From an optimization exercise on the open Yosys and OpenROAD flow, aimed at small area, a short achievable clock period and few clock cycles per item; shortcuts taken in it are not production practice. RTL that was checked went through simulation tests only; none was proved equivalent to the original. Power is estimated from default activity; no workload was simulated.

Setup of the reference run:
==> flow/design.v <==
`timescale 1ns / 1ps
module s_axi_lite #(
    parameter S_AXI_DATA_WIDTH  = 32,
    parameter S_AXI_ADDR_WIDTH  = 32,
    parameter S_AXI_MEM_DEPTH   = 8
)
(
    input                               s_axi_clk,
    input                               s_axi_resetn,
    input                               s_axi_awvalid,
    input      [S_AXI_ADDR_WIDTH-1:0]   s_axi_awaddr,
    output                              s_axi_awready,
    input                               s_axi_wvalid,
    input      [S_AXI_DATA_WIDTH-1:0]   s_axi_wdata,
    input      [S_AXI_DATA_WIDTH/8-1:0] s_axi_wstrb,
    output                              s_axi_wready,
    input                               s_axi_bready,
    output      [1:0]                   s_axi_bresp,
    output                              s_axi_bvalid,
    input                               s_axi_arvalid,
    input      [S_AXI_ADDR_WIDTH-1:0]   s_axi_araddr,
    output                              s_axi_arready,
    input                               s_axi_rready,
    output     [S_AXI_DATA_WIDTH-1:0]   s_axi_rdata,
    output      [1:0]                   s_axi_rresp,
    output                              s_axi_rvalid
);
reg                        bvalid;
reg                        berr;
reg                        rvalid;
reg                        rerr;
reg [S_AXI_DATA_WIDTH-1:0] rdata;
reg [S_AXI_DATA_WIDTH-1:0] slv_mem [0:S_AXI_MEM_DEPTH-1];
integer i, j;
wire b_free  = ~bvalid | s_axi_bready;
wire r_free  = ~rvalid | s_axi_rready;
wire wr      = s_axi_awvalid & s_axi_wvalid & b_free;
wire rd      = s_axi_arvalid & r_free;
wire aw_err  = (s_axi_awaddr >> 2) >= S_AXI_MEM_DEPTH;
wire ar_err  = (s_axi_araddr >> 2) >= S_AXI_MEM_DEPTH;
wire [$clog2(S_AXI_MEM_DEPTH)-1:0] aw_idx = s_axi_awaddr[2 +: $clog2(S_AXI_MEM_DEPTH)];
wire [$clog2(S_AXI_MEM_DEPTH)-1:0] ar_idx = s_axi_araddr[2 +: $clog2(S_AXI_MEM_DEPTH)];
assign s_axi_awready = s_axi_wvalid  & b_free;
assign s_axi_wready  = s_axi_awvalid & b_free;
assign s_axi_bvalid  = bvalid;
assign s_axi_bresp   = {berr, 1'b0};
assign s_axi_arready = r_free;
assign s_axi_rvalid  = rvalid;
assign s_axi_rdata   = rdata;
assign s_axi_rresp   = {rerr, 1'b0};
always @(posedge s_axi_clk) begin
    if (!s_axi_resetn) begin
        bvalid <= 1'b0;
    end else if (wr) begin
        bvalid <= 1'b1;
        berr   <= aw_err;
    end else if (s_axi_bready) begin
        bvalid <= 1'b0;
    end
end
always @(posedge s_axi_clk) begin
    if (!s_axi_resetn) begin
        rvalid <= 1'b0;
    end else if (rd) begin
        rvalid <= 1'b1;
        rerr   <= ar_err;
        rdata  <= ar_err ? {S_AXI_DATA_WIDTH{1'b0}} : slv_mem[ar_idx];
    end else if (s_axi_rready) begin
        rvalid <= 1'b0;
    end
end
wire [S_AXI_DATA_WIDTH-1:0] wd = s_axi_wdata & {S_AXI_DATA_WIDTH{s_axi_resetn}};
reg  [S_AXI_DATA_WIDTH/8-1:0] ben [0:S_AXI_MEM_DEPTH-1];
always @(*) begin
    for (i = 0; i < S_AXI_MEM_DEPTH; i = i + 1)
        for (j = 0; j < S_AXI_DATA_WIDTH/8; j = j + 1)
            ben[i][j] = ~s_axi_resetn | (wr & ~aw_err & (aw_idx == i) & s_axi_wstrb[j]);
end
always @(posedge s_axi_clk) begin
    for (i = 0; i < S_AXI_MEM_DEPTH; i = i + 1)
        for (j = 0; j < S_AXI_DATA_WIDTH/8; j = j + 1)
            if (ben[i][j])
                slv_mem[i][8*j +: 8] <= wd[8*j +: 8];
end
endmodule
`timescale 1ns / 1ps
module top_module#(
    parameter S_AXI_DATA_WIDTH  = 32,
    parameter S_AXI_ADDR_WIDTH  = 32,
    parameter S_AXI_MEM_DEPTH   = 8  
)(
    input                               s_axi_clk,
    input                               s_axi_resetn,
    input                               s_axi_awvalid,
    input      [S_AXI_ADDR_WIDTH-1:0]   s_axi_awaddr,
    output                              s_axi_awready,
    input                               s_axi_wvalid,
    input      [S_AXI_DATA_WIDTH-1:0]   s_axi_wdata,
    input      [S_AXI_DATA_WIDTH/8-1:0] s_axi_wstrb,
    output                              s_axi_wready,
    input                               s_axi_bready,
    output      [1:0]                   s_axi_bresp,
    output                              s_axi_bvalid,
    input                               s_axi_arvalid,
    input      [S_AXI_ADDR_WIDTH-1:0]   s_axi_araddr,
    output                              s_axi_arready,
    input                               s_axi_rready,
    output     [S_AXI_DATA_WIDTH-1:0]   s_axi_rdata,
    output      [1:0]                   s_axi_rresp,
    output                              s_axi_rvalid
    );
    s_axi_lite #(
    .S_AXI_ADDR_WIDTH(S_AXI_ADDR_WIDTH),
    .S_AXI_DATA_WIDTH(S_AXI_DATA_WIDTH),
    .S_AXI_MEM_DEPTH(S_AXI_MEM_DEPTH)
     )Slave(
    .s_axi_clk(s_axi_clk),
    .s_axi_resetn(s_axi_resetn),
    .s_axi_awvalid(s_axi_awvalid),
    .s_axi_awaddr(s_axi_awaddr),
    .s_axi_awready(s_axi_awready),
    .s_axi_wvalid(s_axi_wvalid),
    .s_axi_wdata(s_axi_wdata),
    .s_axi_wstrb(s_axi_wstrb),
    .s_axi_wready(s_axi_wready),
    .s_axi_bready(s_axi_bready),
    .s_axi_bvalid(s_axi_bvalid),
    .s_axi_bresp(s_axi_bresp),
    .s_axi_arvalid(s_axi_arvalid),
    .s_axi_arready(s_axi_arready),
    .s_axi_araddr(s_axi_araddr),
    .s_axi_rready(s_axi_rready),
    .s_axi_rvalid(s_axi_rvalid),
    .s_axi_rdata(s_axi_rdata),
    .s_axi_rresp(s_axi_rresp)
    );
endmodule
Settings: LEC_CHECK=0, CAP_MARGIN=20, CORE_MARGIN=2, CORE_UTILIZATION=40, SLEW_MARGIN=20; clock period 4.0 ns.
standard.sh (not shown) runs the stock make flow with config.mk's settings and CLKGATE_MAP_FILE= SYNTH_SCRIPT=/design/flow/synth_recipe.tcl, a recipe that flattens the netlist after the stock synthesis.
==> flow/flow/run.sh <==
#!/bin/bash
set -euo pipefail
export BUFFER_PORTS_ARGS="-buffer_cell sky130_fd_sc_hd__buf_1"
bash standard.sh > standard.log 2>&1
For the trial run, these inputs were changed with respect to the reference run:
==> flow/run.sh (new file) <==
#!/bin/bash
# synth_recipe.tcl (not shown) runs the flow's synth.tcl, then flattens the netlist and writes it again
# the make line also repeats each setting of config.mk as NAME=value (left out here)
make -C /OpenROAD-flow-scripts/flow DESIGN_CONFIG=/design/flow/config.mk WORK_HOME=/design/flow/orfs CLKGATE_MAP_FILE= SYNTH_SCRIPT=/design/flow/synth_recipe.tcl finish
diff --git a/flow/config.mk b/flow/config.mk
--- a/flow/config.mk
+++ b/flow/config.mk
@@ -10,0 +11 @@
+export CTS_BUF_LIST = sky130_fd_sc_hd__clkbuf_4
removed: flow/flow/run.sh
removed: flow/standard.sh
==> notes.md <==
- The trial run vs. the reference run: sequential share of cell area went down; count of final setup violators did not really move; sum of met3 wire segment lengths after detailed routing went up; final period demand of the worst path went up.
- Of the trial run and the reference run, the run reporting the lower core utilization was the reference run.
- The trial run vs the reference run, power attributed to combinational cells went up by 18%.
- Slave.slv_mem[4][14] as the capturing instance or port of the critical path was reported by the reference run, and s_axi_awready by the trial run.
- Of the two values seen for class of the most critical hold timing path, in2reg was produced by the reference run and reg2reg by the trial run.
No run of this note included a check of the RTL's function; only the layout flow was run.

========
Starts from the design.v that is shown in full above.
clock: 4.0 ns
lec_check: 0
cap_margin: 20
core_margin: 2
core_utilization: 40
setup_slack_margin: 2.2
slew_margin: 20
==> flow/flow/run.sh <==
#!/bin/bash
set -euo pipefail
export BUFFER_PORTS_ARGS="-buffer_cell sky130_fd_sc_hd__buf_1"
export CTS_ARGS="-sink_clustering_enable -repair_clock_nets -sink_clustering_size 20 -sink_clustering_max_diameter 60 -buf_list sky130_fd_sc_hd__clkbuf_8 -dont_use_dummy_load"
bash standard.sh > standard.log 2>&1
Rerun with:
- CORE_UTILIZATION: 40 -> 60
- SETUP_SLACK_MARGIN: 2.2 -> 1.8
After rerunning:
- The changed run finished with timing, DRC and antenna clean
- die area fell by 33%
- via count fell by 5.2%
- combinational power fell by about 30%
- sequential share of layout area rose by 8.3 points
- cell area fell by 13%
- clock-buffer cell count fell by 6
Rerun with:
- CORE_UTILIZATION: 60 -> 40
Die area increases by 48%.
Clock-buffer cell count increases by 4.
Sequential power barely changes.
Cell count increases by 12%.
Wire length increases by about 5%.
Synthesized cell count does not change.
Rerun with:
==> flow/flow/run.sh (replaced) <==
#!/bin/bash
set -euo pipefail
export BUFFER_PORTS_ARGS="-buffer_cell sky130_fd_sc_hd__buf_1"

bash standard.sh > standard.log 2>&1
- CAP_MARGIN: 20 -> 0
- SLEW_MARGIN: 20 -> 0
What happened:
- first-iteration DRC count climbs by a few percent
- setup slack hardly moves
- global-route usage rose by 0.27 points
Rerun with:
==> flow/run.sh (new file) <==
#!/bin/bash
# synth_recipe.tcl (not shown) runs the flow's synth.tcl, then flattens the netlist and writes it again
# the make line also repeats each setting of config.mk as NAME=value (left out here)
make -C /OpenROAD-flow-scripts/flow DESIGN_CONFIG=/design/flow/config.mk WORK_HOME=/design/flow/orfs CLKGATE_MAP_FILE= SYNTH_SCRIPT=/design/flow/synth_recipe.tcl finish
- CAP_MARGIN: 0 -> 20
- SETUP_SLACK_MARGIN: 1.8 -> not set
- SLEW_MARGIN: 0 -> 20
removed: flow/flow/run.sh
removed: flow/standard.sh
Effect: The new run completed with no timing, DRC or antenna violations; utilization increases by 1.8 points; flip-flop and latch count does not change; final area increases by 3.7%; routed wire length decreases by 2.3%; fmax decreases by 26%; synthesized cell count does not change; global-route usage decreases by 0.27 points; critical path depth does not change; via count stays the same; clock skew increases by 0.0057 ns.
Rerun with:
==> flow/flow/run.sh (new file) <==
#!/bin/bash
set -euo pipefail
export BUFFER_PORTS_ARGS="-buffer_cell sky130_fd_sc_hd__buf_1"
export CTS_ARGS="-sink_clustering_enable -repair_clock_nets -sink_clustering_size 20 -sink_clustering_max_diameter 60 -buf_list sky130_fd_sc_hd__clkbuf_8 -dont_use_dummy_load"
bash standard.sh > standard.log 2>&1
==> flow/standard.sh (new file) <==
#!/bin/bash
# synth_recipe.tcl (not shown) runs the flow's synth.tcl, then flattens the netlist and writes it again
# the make line also repeats each setting of config.mk as NAME=value (left out here)
make -C /OpenROAD-flow-scripts/flow DESIGN_CONFIG=/design/flow/config.mk WORK_HOME=/design/flow/orfs CLKGATE_MAP_FILE= SYNTH_SCRIPT=/design/flow/synth_recipe.tcl "${@:-finish}"
- SETUP_SLACK_MARGIN: not set -> 2.0
removed: flow/run.sh
The changed run completed without violations.
Wire length grows by 1.7%.
Flip-flop and latch count stays the same.
Global-route usage barely changes.
No run of this note included a check of the RTL's function; only the layout flow was run.

========
// top_module: RTL as listed in full above, without the edits since
==> flow/config.mk <==
export PLATFORM = sky130hd
export DESIGN_NAME = top_module
export DESIGN_NICKNAME = top_module
export VERILOG_FILES = /design/flow/design.v
export SDC_FILE = /design/flow/constraint.sdc
export NUM_CORES = 4
export LEC_CHECK = 0
export ABC_AREA = 1
export CAP_MARGIN = 20
export CORE_MARGIN = 2
export CORE_UTILIZATION = 40
export SETUP_SLACK_MARGIN = 1.8
export SLEW_MARGIN = 20
==> flow/constraint.sdc <==
create_clock -name core_clock -period 4.0 [get_ports {s_axi_clk}]
set_input_delay 0.8000 -clock core_clock [delete_from_list [all_inputs] [get_ports {s_axi_clk}]]
set_output_delay 0.8000 -clock core_clock [all_outputs]
set_load 0.01 [all_outputs]
==> flow/flow/run.sh <==
#!/bin/bash
set -euo pipefail
export BUFFER_PORTS_ARGS="-buffer_cell sky130_fd_sc_hd__buf_1"
export CTS_ARGS="-sink_clustering_enable -repair_clock_nets -sink_clustering_size 20 -sink_clustering_max_diameter 60 -buf_list sky130_fd_sc_hd__clkbuf_8 -dont_use_dummy_load"
bash standard.sh > standard.log 2>&1
Edit:
==> flow/run.sh (new file) <==
#!/bin/bash
# synth_recipe.tcl (not shown) runs the flow's synth.tcl, then flattens the netlist and writes it again
# the make line also repeats each setting of config.mk as NAME=value (left out here)
make -C /OpenROAD-flow-scripts/flow DESIGN_CONFIG=/design/flow/config.mk WORK_HOME=/design/flow/orfs CLKGATE_MAP_FILE= SYNTH_SCRIPT=/design/flow/synth_recipe.tcl finish
- ABC_AREA: 1 -> unset
removed: flow/flow/run.sh
removed: flow/standard.sh
What happened:
- total power rose by a quarter to a third
- cell count fell by about a fifth
- hold slack degrades by 0.034 ns
- setup slack degrades by 0.052 ns
- cell area rose by about a fifth
No run of this note included a check of the RTL's function; only the layout flow was run.

========
Another version of the RTL of top_module (not shown whole).
Size in the first run: roughly 290 flip-flops, roughly 150 I/O pins, about 11000 um2 of cells after synthesis.
Settings: LEC_CHECK=0, CAP_MARGIN=20, CORE_MARGIN=2, CORE_UTILIZATION=40, SETUP_SLACK_MARGIN=1.8, SLEW_MARGIN=20; clock period 4.0 ns.
==> flow/flow/run.sh <==
#!/bin/bash
# Standard ORFS flow with three changes: synthesis maps logic with an
# area-oriented ABC script (flow/abc.script; everything else in synthesis is
# the standard synth_recipe.tcl), the port buffers are buf_1 cells, and the
# clock tree uses clkbuf_8 cells on sink clusters without dummy loads.
set -euo pipefail
HERE=$(pwd)
rm -rf "$HERE/abc_scripts"
cp -r "$FLOW_HOME/scripts" "$HERE/abc_scripts"
cp "$HERE/flow/abc.script" "$HERE/abc_scripts/abc_speed.script"
SCRIPTS_DIR="$HERE/abc_scripts" bash standard.sh synth > synth.log 2>&1
export BUFFER_PORTS_ARGS="-buffer_cell sky130_fd_sc_hd__buf_1"
export CTS_ARGS="-sink_clustering_enable -repair_clock_nets -sink_clustering_size 16 -sink_clustering_max_diameter 50 -buf_list sky130_fd_sc_hd__clkbuf_8 -dont_use_dummy_load"
bash standard.sh > layout.log 2>&1
==> flow/flow/abc.script <==
strash
dch -f
amap -F 4 -A 4
topo
stime -c
The first run completed without violations.
Testbench counts at the start, summed over its fixed seeds: cycles 16,950, ops 24,000.
Change:
==> flow/flow/run.sh (replaced) <==
#!/bin/bash
# Standard ORFS flow with two changes: the port buffers are buf_1 cells, and
# the clock tree uses clkbuf_8 cells on sink clusters without dummy loads.
set -euo pipefail
export BUFFER_PORTS_ARGS="-buffer_cell sky130_fd_sc_hd__buf_1"
export CTS_ARGS="-sink_clustering_enable -repair_clock_nets -sink_clustering_size 16 -sink_clustering_max_diameter 50 -buf_list sky130_fd_sc_hd__clkbuf_8 -dont_use_dummy_load"
bash standard.sh > standard.log 2>&1
Settings changed: ABC_CLOCK_PERIOD_IN_PS from default to 10000.
removed: flow/flow/abc.script
Via count grows by 7.7%.
Clock power grows by about 7%.
Critical path depth fell by 2.
Setup slack gains 0.35 ns.
Wire length decreases by 2.5%.
Non-clock buffer count shrinks by 30.
Flip-flop and latch count stays the same.
Combinational power rises by 15%.
Core utilization goes down by 4.4 points.
Cell count is higher by 16%.
Design area rises by 2.5%.
Change:
==> flow/flow/run.sh (replaced) <==
#!/bin/bash
# Standard ORFS flow with three changes: synthesis maps logic with an
# area-oriented ABC script (flow/abc.script; everything else in synthesis is
# the standard synth_recipe.tcl), the port buffers are buf_1 cells, and the
# clock tree uses clkbuf_8 cells on sink clusters without dummy loads.
set -euo pipefail
HERE=$(pwd)
rm -rf "$HERE/abc_scripts"
cp -r "$FLOW_HOME/scripts" "$HERE/abc_scripts"
cp "$HERE/flow/abc.script" "$HERE/abc_scripts/abc_speed.script"
SCRIPTS_DIR="$HERE/abc_scripts" bash standard.sh synth > synth.log 2>&1
export BUFFER_PORTS_ARGS="-buffer_cell sky130_fd_sc_hd__buf_1"
export CTS_ARGS="-sink_clustering_enable -repair_clock_nets -sink_clustering_size 16 -sink_clustering_max_diameter 50 -buf_list sky130_fd_sc_hd__clkbuf_8 -dont_use_dummy_load"
bash standard.sh > layout.log 2>&1
==> flow/flow/abc.script (new file) <==
strash
&get -n
&fraig -x
&put
scorr
dc2
dretime
strash
&get -n
&dch -f
&nf -R 1000 -p
&put
strash
dch -f
amap
topo
stime -c
Settings changed: ABC_CLOCK_PERIOD_IN_PS 10000 to default.
What happened: The new run finished with timing, DRC and antenna clean; area after synthesis drops by about 11%; via count drops by 9.6%; setup slack gets worse by 0.43 ns; worst hold slack gets better by 0.14 ns.

port drivers added, routing unchanged:
In the flow no input, the clock included, has a driving cell. The finished layouts below were timed again as built, in two steps. Step 1 (the two cells are an assumption about what drives the block):
set clk [get_ports {s_axi_clk}]
set_driving_cell -lib_cell sky130_fd_sc_hd__clkbuf_16 $clk
set_driving_cell -lib_cell sky130_fd_sc_hd__buf_2 [delete_from_list [all_inputs] $clk]
Step 2 moves the port delays by t, midway between the first and last clock arrival at a register: inputs arrive t later, outputs are due t later. That takes back most of the time a late clock gives input paths. Slacks: no drivers / after step 1 / after step 2; pairs: no drivers / after step 1.
| run | shift t [ns] | setup slack, ns | latest minus earliest clock arrival (ns) | worst register clock-pin slew, ns |
|---|---|---|---|---|
| the reference run | 0.587 | 1.548 / 1.573 / 0.987 | 0.009 / 0.009 | 0.06 / 0.06 |
| the trial run | 0.679 | 1.117 / 1.095 / 0.725 | 0.046 / 0.047 | 0.07 / 0.07 |
| the first run of note 2 | 0.603 | 1.945 / 1.913 / 1.365 | 0.074 / 0.074 | 0.12 / 0.12 |
| the second run of note 2 | 0.568 | 1.846 / 1.839 / 1.301 | 0.038 / 0.039 | 0.12 / 0.12 |
| the third run of note 2 | 0.573 | 1.864 / 1.845 / 1.311 | 0.054 / 0.054 | 0.12 / 0.12 |
| the fourth run of note 2 | 0.586 | 1.864 / 1.844 / 1.315 | 0.014 / 0.014 | 0.07 / 0.07 |
| the fifth run of note 2 | 0.587 | 1.119 / 1.096 / 0.737 | 0.020 / 0.020 | 0.07 / 0.07 |
| the sixth run of note 2 | 0.595 | 1.911 / 1.911 / 1.340 | 0.056 / 0.057 | 0.12 / 0.12 |
| the first run of note 3 | 0.567 | 1.834 / 1.814 / 1.332 | 0.097 / 0.097 | 0.12 / 0.12 |
| the second run of note 3 | 0.598 | 1.782 / 1.807 / 1.209 | 0.020 / 0.020 | 0.06 / 0.06 |
| the first run of note 4 | 0.585 | 1.480 / 1.489 / 0.904 | 0.031 / 0.031 | 0.10 / 0.10 |
| the second run of note 4 | 0.609 | 1.833 / 1.826 / 1.229 | 0.070 / 0.069 | 0.10 / 0.10 |
| the third run of note 4 | 0.582 | 1.406 / 1.429 / 0.848 | 0.057 / 0.057 | 0.09 / 0.09 |
After both steps every run listed still meets setup and hold. The setup slack of the second run of note 4, which loses most, moves by -0.007 ns with the drivers and by -0.604 ns with both steps.
